This design comes from an exercise in tuning for small area and a short achievable clock period on the open sky130 flow, not from production work. The RTL was checked by simulation tests, not by an equivalence proof against the original design.

// eq_mix
module eq_mix( lft_out, rht_out,
	       POT_LP, POT_B1, POT_B2, POT_B3, POT_HP, VOLUME,
	       lft_LP, rht_LP, lft_B1, rht_B1, lft_B2, rht_B2,
	       lft_B3, rht_B3, lft_HP, rht_HP, clk );
Size in the first run: about 8,200 cells after synthesis, about 330 I/O pins.
Settings: LEC_CHECK=0, ABC_AREA=1, CAP_MARGIN=20, CORE_MARGIN=2, CORE_UTILIZATION=45, PLACE_DENSITY=0.6, SETUP_SLACK_MARGIN=2.8, SLEW_MARGIN=20; clock period 12.0 ns.
standard.sh (not shown) runs the stock make flow with config.mk's settings and CLKGATE_MAP_FILE= SYNTH_SCRIPT=/design/flow/synth_recipe.tcl, a recipe that flattens the netlist after the stock synthesis.
==> flow/flow/run.sh <==
#!/bin/bash
# Standard ORFS layout, with one step added after synthesis: flow/polarity.py
# complements full adders (FA(~a,~b,~c) = ~FA(a,b,c)) to remove inverters that
# synthesis leaves around them, and folds inverters into the gates next to them.
# Registers and the rest of the flow are untouched.
set -euo pipefail
R=orfs/results/${FLOW_PLATFORM}/eq_mix/base
bash standard.sh synth > synth.log 2>&1
cp $R/1_2_yosys.v $R/1_2_yosys.standard.v
python3 flow/polarity.py $R/1_2_yosys.standard.v $R/1_2_yosys.pol.v > polarity.log 2>&1
mv $R/1_2_yosys.pol.v $R/1_2_yosys.v
rm -f $R/1_synth.odb $R/1_synth.sdc
# port buffers: a plain buf_2 instead of the delay buffer buffer_ports picks by default
bash standard.sh finish "BUFFER_PORTS_ARGS=-buffer_cell sky130_fd_sc_hd__buf_2" > layout.log 2>&1
Other scripts of this flow, unchanged in this note and not shown: flow/flow/polarity.py
Rerun with:
Settings changed: SETUP_SLACK_MARGIN 2.8 to 3.2.
Effect: First-iteration DRC count falls by 0.36%. Sequential cell count is unchanged. Via count is higher by about 0.66%. Cell area climbs by about 1.6%. Clock-buffer cell count fell by 1. Routed wire length increases by 0.52%. Hold slack is worse by 0.030 ns. Die area does not change. Utilization climbs by 0.80 points. Register-to-register slack gains 0.32 ns.


## run 4
eq_mix, a different RTL version from the one above (not shown whole).
For scale: roughly 8,600 cells after synthesis.
Settings: LEC_CHECK=0, ABC_AREA=1, CAP_MARGIN=20, CORE_MARGIN=2, CORE_UTILIZATION=45, PLACE_DENSITY=0.6, SLEW_MARGIN=20; clock period 12.0 ns.
==> flow/flow/run.sh <==
#!/bin/bash
# Standard ORFS layout, with one step added after synthesis: flow/polarity.py
# complements full adders (FA(~a,~b,~c) = ~FA(a,b,c)) to remove inverters that
# synthesis leaves around them.  Registers and the rest of the flow are untouched.
set -euo pipefail
R=orfs/results/${FLOW_PLATFORM}/eq_mix/base
bash standard.sh synth > synth.log 2>&1
cp $R/1_2_yosys.v $R/1_2_yosys.standard.v
python3 flow/polarity.py $R/1_2_yosys.standard.v $R/1_2_yosys.pol.v > polarity.log 2>&1
mv $R/1_2_yosys.pol.v $R/1_2_yosys.v
rm -f $R/1_synth.odb $R/1_synth.sdc
bash standard.sh finish > layout.log 2>&1
==> flow/flow/polarity.py <==
#!/usr/bin/env python3
"""Remove inverters around full adders in a mapped sky130hd netlist.

A full adder is self-dual: FA(~a, ~b, ~c) = (~sum, ~cout).  Synthesis leaves many
inverters between full adders and between full adders and the logic around them.
This script chooses, for each full adder, whether to complement all of its pins,
so that as few inverters as possible are needed, and rewrites the netlist.  The
logic function of every net that is not internal to this rewrite is unchanged.

usage: polarity.py IN.v OUT.v
"""
import re
import sys
from collections import defaultdict

INV_RE = re.compile(r'^sky130_fd_sc_hd__(clk)?inv_\d+$')
FA_RE = re.compile(r'^sky130_fd_sc_hd__fa_\d+$')
OUT_PINS = {'X', 'Y', 'Q', 'Q_N', 'SUM', 'COUT', 'HI', 'LO'}

src = open(sys.argv[1]).read()

inst_re = re.compile(r'^  (sky130_fd_sc_hd__\w+) (\\\S+ |\S+) ?\((.*?)\n  \);\n', re.S | re.M)
pin_re = re.compile(r'\.(\w+)\((.*?)\)(?:,|\s*$)', re.M)

cells = []          # [type, name, {pin: net}]
spans = []
for m in inst_re.finditer(src):
    pins = {}
    for pm in pin_re.finditer(m.group(3)):
        pins[pm.group(1)] = pm.group(2).strip()
    cells.append([m.group(1), m.group(2), pins])
    spans.append((m.start(), m.end()))

header = src[:spans[0][0]]
assert 'sky130_fd_sc_hd__' not in header.split('*/', 1)[-1], 'unparsed cell before the first one'
footer = src[spans[-1][1]:]
between = [src[spans[i][1]:spans[i + 1][0]] for i in range(len(spans) - 1)]
assert all(b.strip() == '' for b in between), 'unexpected text between cells'

# ports
port_nets = set()
for m in re.finditer(r'^\s*(input|output|inout)\s+(\[\d+:\d+\]\s+)?(\S+?)\s*;', header, re.M):
    name = m.group(3)
    if m.group(2):
        hi, lo = map(int, re.findall(r'\d+', m.group(2)))
        for i in range(min(hi, lo), max(hi, lo) + 1):
            port_nets.add(f'{name}[{i}]')
    else:
        port_nets.add(name)

driver = {}
loads = defaultdict(list)   # net -> [(cell index, pin)]
for ci, (typ, name, pins) in enumerate(cells):
    for p, n in pins.items():
        if p in OUT_PINS:
            driver[n] = (ci, p)
        else:
            loads[n].append((ci, p))

is_inv = [bool(INV_RE.match(c[0])) for c in cells]
is_fa = [bool(FA_RE.match(c[0])) for c in cells]


def base_of(net):
    """(base net, polarity): net == base ^ polarity, following inverter chains."""
    pol = 0
    seen = 0
    while net in driver and is_inv[driver[net][0]] and seen < 10:
        net = cells[driver[net][0]][2]['A']
        pol ^= 1
        seen += 1
    return net, pol


# inverters whose output is a port keep their output net; treat them as ordinary cells
fixed_inv = set()
for ci in range(len(cells)):
    if is_inv[ci] and cells[ci][2]['Y'] in port_nets:
        fixed_inv.add(ci)
        is_inv[ci] = False

# loads of every base signal: (cell, pin, polarity of the original connection)
base_loads = defaultdict(list)
for ci, (typ, name, pins) in enumerate(cells):
    if is_inv[ci]:
        continue
    for p, n in pins.items():
        if p in OUT_PINS:
            continue
        b, pol = base_of(n)
        base_loads[b].append((ci, p, pol))

# a base net that is a port, or driven by a fa output that is a port, stays as it is
locked = [False] * len(cells)
for n in port_nets:
    if n in driver and is_fa[driver[n][0]]:
        locked[driver[n][0]] = True

flip = [0] * len(cells)


def native(b):
    """Polarity of the physical driver output of base b relative to its original value."""
    if b in driver and is_fa[driver[b][0]]:
        return flip[driver[b][0]]
    return 0


def cost(b):
    nat = native(b)
    for ci, p, pol in base_loads[b]:
        req = pol ^ (flip[ci] if is_fa[ci] else 0)
        if req != nat:
            return 1
    return 0


def touched(ci):
    out = set()
    for p, n in cells[ci][2].items():
        if p in OUT_PINS:
            out.add(n)
        else:
            out.add(base_of(n)[0])
    return out


fa_list = [ci for ci in range(len(cells)) if is_fa[ci] and not locked[ci]]
before = sum(cost(b) for b in list(base_loads))
for it in range(30):
    changed = 0
    for ci in fa_list:
        bs = touched(ci)
        c0 = sum(cost(b) for b in bs)
        flip[ci] ^= 1
        c1 = sum(cost(b) for b in bs)
        if c1 < c0:
            changed += 1
        else:
            flip[ci] ^= 1
    if not changed:
        break
after = sum(cost(b) for b in list(base_loads))

# rewrite
new_cells = []
inv_of = {}
k = 0
extra_wires = []


def inverted(net):
    global k
    if net not in inv_of:
        k += 1
        out = f'_pol{k}_'
        extra_wires.append(out)
        new_cells.append(['sky130_fd_sc_hd__inv_1', f'_polinv{k}_', {'A': net, 'Y': out}])
        inv_of[net] = out
    return inv_of[net]


for ci, (typ, name, pins) in enumerate(cells):
    if is_inv[ci]:
        continue
    newpins = {}
    for p, n in pins.items():
        if p in OUT_PINS:
            newpins[p] = n
            continue
        b, pol = base_of(n)
        req = pol ^ (flip[ci] if is_fa[ci] else 0)
        newpins[p] = b if req == native(b) else inverted(b)
    new_cells.append([typ, name, newpins])

# a removed inverter's output net may still be a port: make sure every port is driven
drv_new = {}
for typ, name, pins in new_cells:
    for p, n in pins.items():
        if p in OUT_PINS:
            drv_new[n] = name
for n in port_nets:
    if n in driver and n not in drv_new:
        raise SystemExit(f'port {n} lost its driver')


def fmt(n):
    return n + ' ' if n.startswith('\\') else n


out = [header]
for typ, name, pins in new_cells:
    items = list(pins.items())
    body = ',\n'.join(f'    .{p}({fmt(n)})' for p, n in items)
    out.append(f'  {typ} {name}{"" if name.endswith(" ") else " "}(\n{body}\n  );\n')
out.append(footer)
text = ''.join(out)
decl = ''.join(f'  wire {w};\n' for w in extra_wires)
# put the new wire declarations before the first cell
first = text.index('  sky130_fd_sc_hd__')
text = text[:first] + decl + text[first:]
open(sys.argv[2], 'w').write(text)
n_inv_before = sum(1 for c in cells if INV_RE.match(c[0]))
n_inv_after = sum(1 for c in new_cells if INV_RE.match(c[0]))
print(f'polarity: {sum(flip)} of {len(fa_list)} full adders complemented; '
      f'inverters {n_inv_before} -> {n_inv_after} (bases needing one {before} -> {after})')
Run 4 completed end to end with timing, DRC and antenna clean.
Input changes introduced in run 2 (baseline for comparison: run 4):
- an added SETUP_SLACK_MARGIN of 3.0
- a change of CORE_UTILIZATION from 45 to 55
- a change of PLACE_DENSITY from 0.6 to 0.7
diff --git a/flow/flow/polarity.py b/flow/flow/polarity.py
--- a/flow/flow/polarity.py
+++ b/flow/flow/polarity.py
@@ -173,4 +173,59 @@
         newpins[p] = b if req == native(b) else inverted(b)
     new_cells.append([typ, name, newpins])
+
+# absorb an inverter into the gate driving it when the inverter is that gate's only load
+TWIN = {
+    'nand2_1': 'and2_1', 'nor2_1': 'or2_1', 'a21oi_1': 'a21o_1', 'o21ai_0': 'o21a_1',
+    'o21ai_1': 'o21a_1', 'o221ai_1': 'o221a_1', 'xnor2_1': 'xor2_1', 'xor2_1': 'xnor2_1',
+    'a221oi_1': 'a221o_1', 'nand3_1': 'and3_1', 'o22ai_1': 'o22a_1', 'a31oi_1': 'a31o_1',
+    'o211ai_1': 'o211a_1', 'o21bai_1': 'o21ba_1', 'nand4_1': 'and4_1', 'a22oi_1': 'a22o_1',
+    'nor3_1': 'or3_1', 'a211oi_1': 'a211o_1', 'a21boi_0': 'a21bo_1', 'nand2b_1': 'and2b_1',
+    'nor2b_1': 'or2b_1',
+}
+P = 'sky130_fd_sc_hd__'
+nload = defaultdict(int)
+drv_i = {}
+for i, (typ, name, pins) in enumerate(new_cells):
+    for p, n in pins.items():
+        if p in OUT_PINS:
+            drv_i[n] = i
+        else:
+            nload[n] += 1
+dead = set()
+modified = set()
+absorbed = 0
+for i, (typ, name, pins) in enumerate(new_cells):
+    if not INV_RE.match(typ):
+        continue
+    a, y = pins['A'], pins['Y']
+    if a not in drv_i or nload[a] != 1 or a in port_nets:
+        continue
+    j = drv_i[a]
+    if j in dead or j in modified:
+        continue
+    modified.add(j)
+    dt, dn, dp = new_cells[j]
+    short = dt[len(P):]
+    if short in TWIN:
+        outp = 'Y' if 'Y' in dp else 'X'
+        # output pin of the twin: X for the non-inverting ones, Y for xnor2
+        twin = TWIN[short]
+        np = {p: n for p, n in dp.items() if p != outp}
+        np['Y' if twin == 'xnor2_1' else 'X'] = y
+        new_cells[j] = [P + twin, dn, np]
+        dead.add(i)
+        absorbed += 1
+    elif short == 'ha_1':
+        if dp.get('SUM') == a:
+            g1 = [P + 'xnor2_1', dn, {'A': dp['A'], 'B': dp['B'], 'Y': y}]
+            g2 = [P + 'and2_1', dn.rstrip() + '_c' + (' ' if dn.endswith(' ') else ''), {'A': dp['A'], 'B': dp['B'], 'X': dp['COUT']}]
+        else:
+            g1 = [P + 'xor2_1', dn, {'A': dp['A'], 'B': dp['B'], 'X': dp['SUM']}]
+            g2 = [P + 'nand2_1', dn.rstrip() + '_c' + (' ' if dn.endswith(' ') else ''), {'A': dp['A'], 'B': dp['B'], 'Y': y}]
+        new_cells[j] = g1
+        new_cells.append(g2)
+        dead.add(i)
+        absorbed += 1
+new_cells = [c for i, c in enumerate(new_cells) if i not in dead]
 
 # a removed inverter's output net may still be a port: make sure every port is driven
@@ -204,3 +259,4 @@
 n_inv_after = sum(1 for c in new_cells if INV_RE.match(c[0]))
 print(f'polarity: {sum(flip)} of {len(fa_list)} full adders complemented; '
-      f'inverters {n_inv_before} -> {n_inv_after} (bases needing one {before} -> {after})')
+      f'inverters {n_inv_before} -> {n_inv_after} (bases needing one {before} -> {after}); '
+      f'{absorbed} absorbed into the gate driving them')
--- outcome ---
Run 2 went all the way through synthesis, placement and routing and the layout is clean on timing, DRC and antenna. As of run 2, placed wire-length estimate had fallen by a few percent compared to run 4. Taking run 4 as the reference, in run 2 post-route standard cell area excluding fillers up 0.0019 sq mm, final clock period utilization by the worst path decreased 12 points. Taking run 4 as the reference, in run 2 multi-input logic portion of the cell area saw an increase; post-synthesis area per instance saw an increase; met3 wirelength from detailed routing saw an increase; area of the die saw a decrease. Relative to run 4, the number of multi-input combinational cells in the layout measured on run 2 has increased slightly. Run 4 -> run 2: net count of the mapped netlist decreased by a few percent. Against run 4, run 2 reports a insertion delay to the later sink of the worst-skew pair that is lower.

[re-timing with driven ports]
In the flow no input, the clock included, has a driving cell. The finished layouts below were timed again as built, in two steps. Step 1 (the two cells are an assumption about what drives the block):
set clk [get_ports {clk}]
set_driving_cell -lib_cell sky130_fd_sc_hd__clkbuf_16 $clk
set_driving_cell -lib_cell sky130_fd_sc_hd__buf_2 [delete_from_list [all_inputs] $clk]
Step 2, shift: input delay + t, output delay - t, t = (earliest + latest rising clock arrival at the registers) / 2. This alone moves slack from input paths to output paths. Three values: ideal, step 1, step 2; two values: the first two.
run | shift t [ns] | slack for setup (ns) | worst setup path at the end | pins driven straight from the clock port
the first run of note 1 | 0.601 | 2.812 / 2.785 / 2.641 | input to register | 1
the second run of note 1 | 0.593 | 2.960 / 2.901 / 2.908 | input to register | 1
run 4 | 0.626 | 1.317 / 1.232 / 1.298 | input to output | 1
run 2 | 0.593 | 2.700 / 2.631 / 2.692 | input to register | 1
After both steps every run listed still meets setup and hold. For the first run of note 1, which loses most, drivers alone change the setup slack by -0.027 ns; drivers and shift together by -0.171 ns.
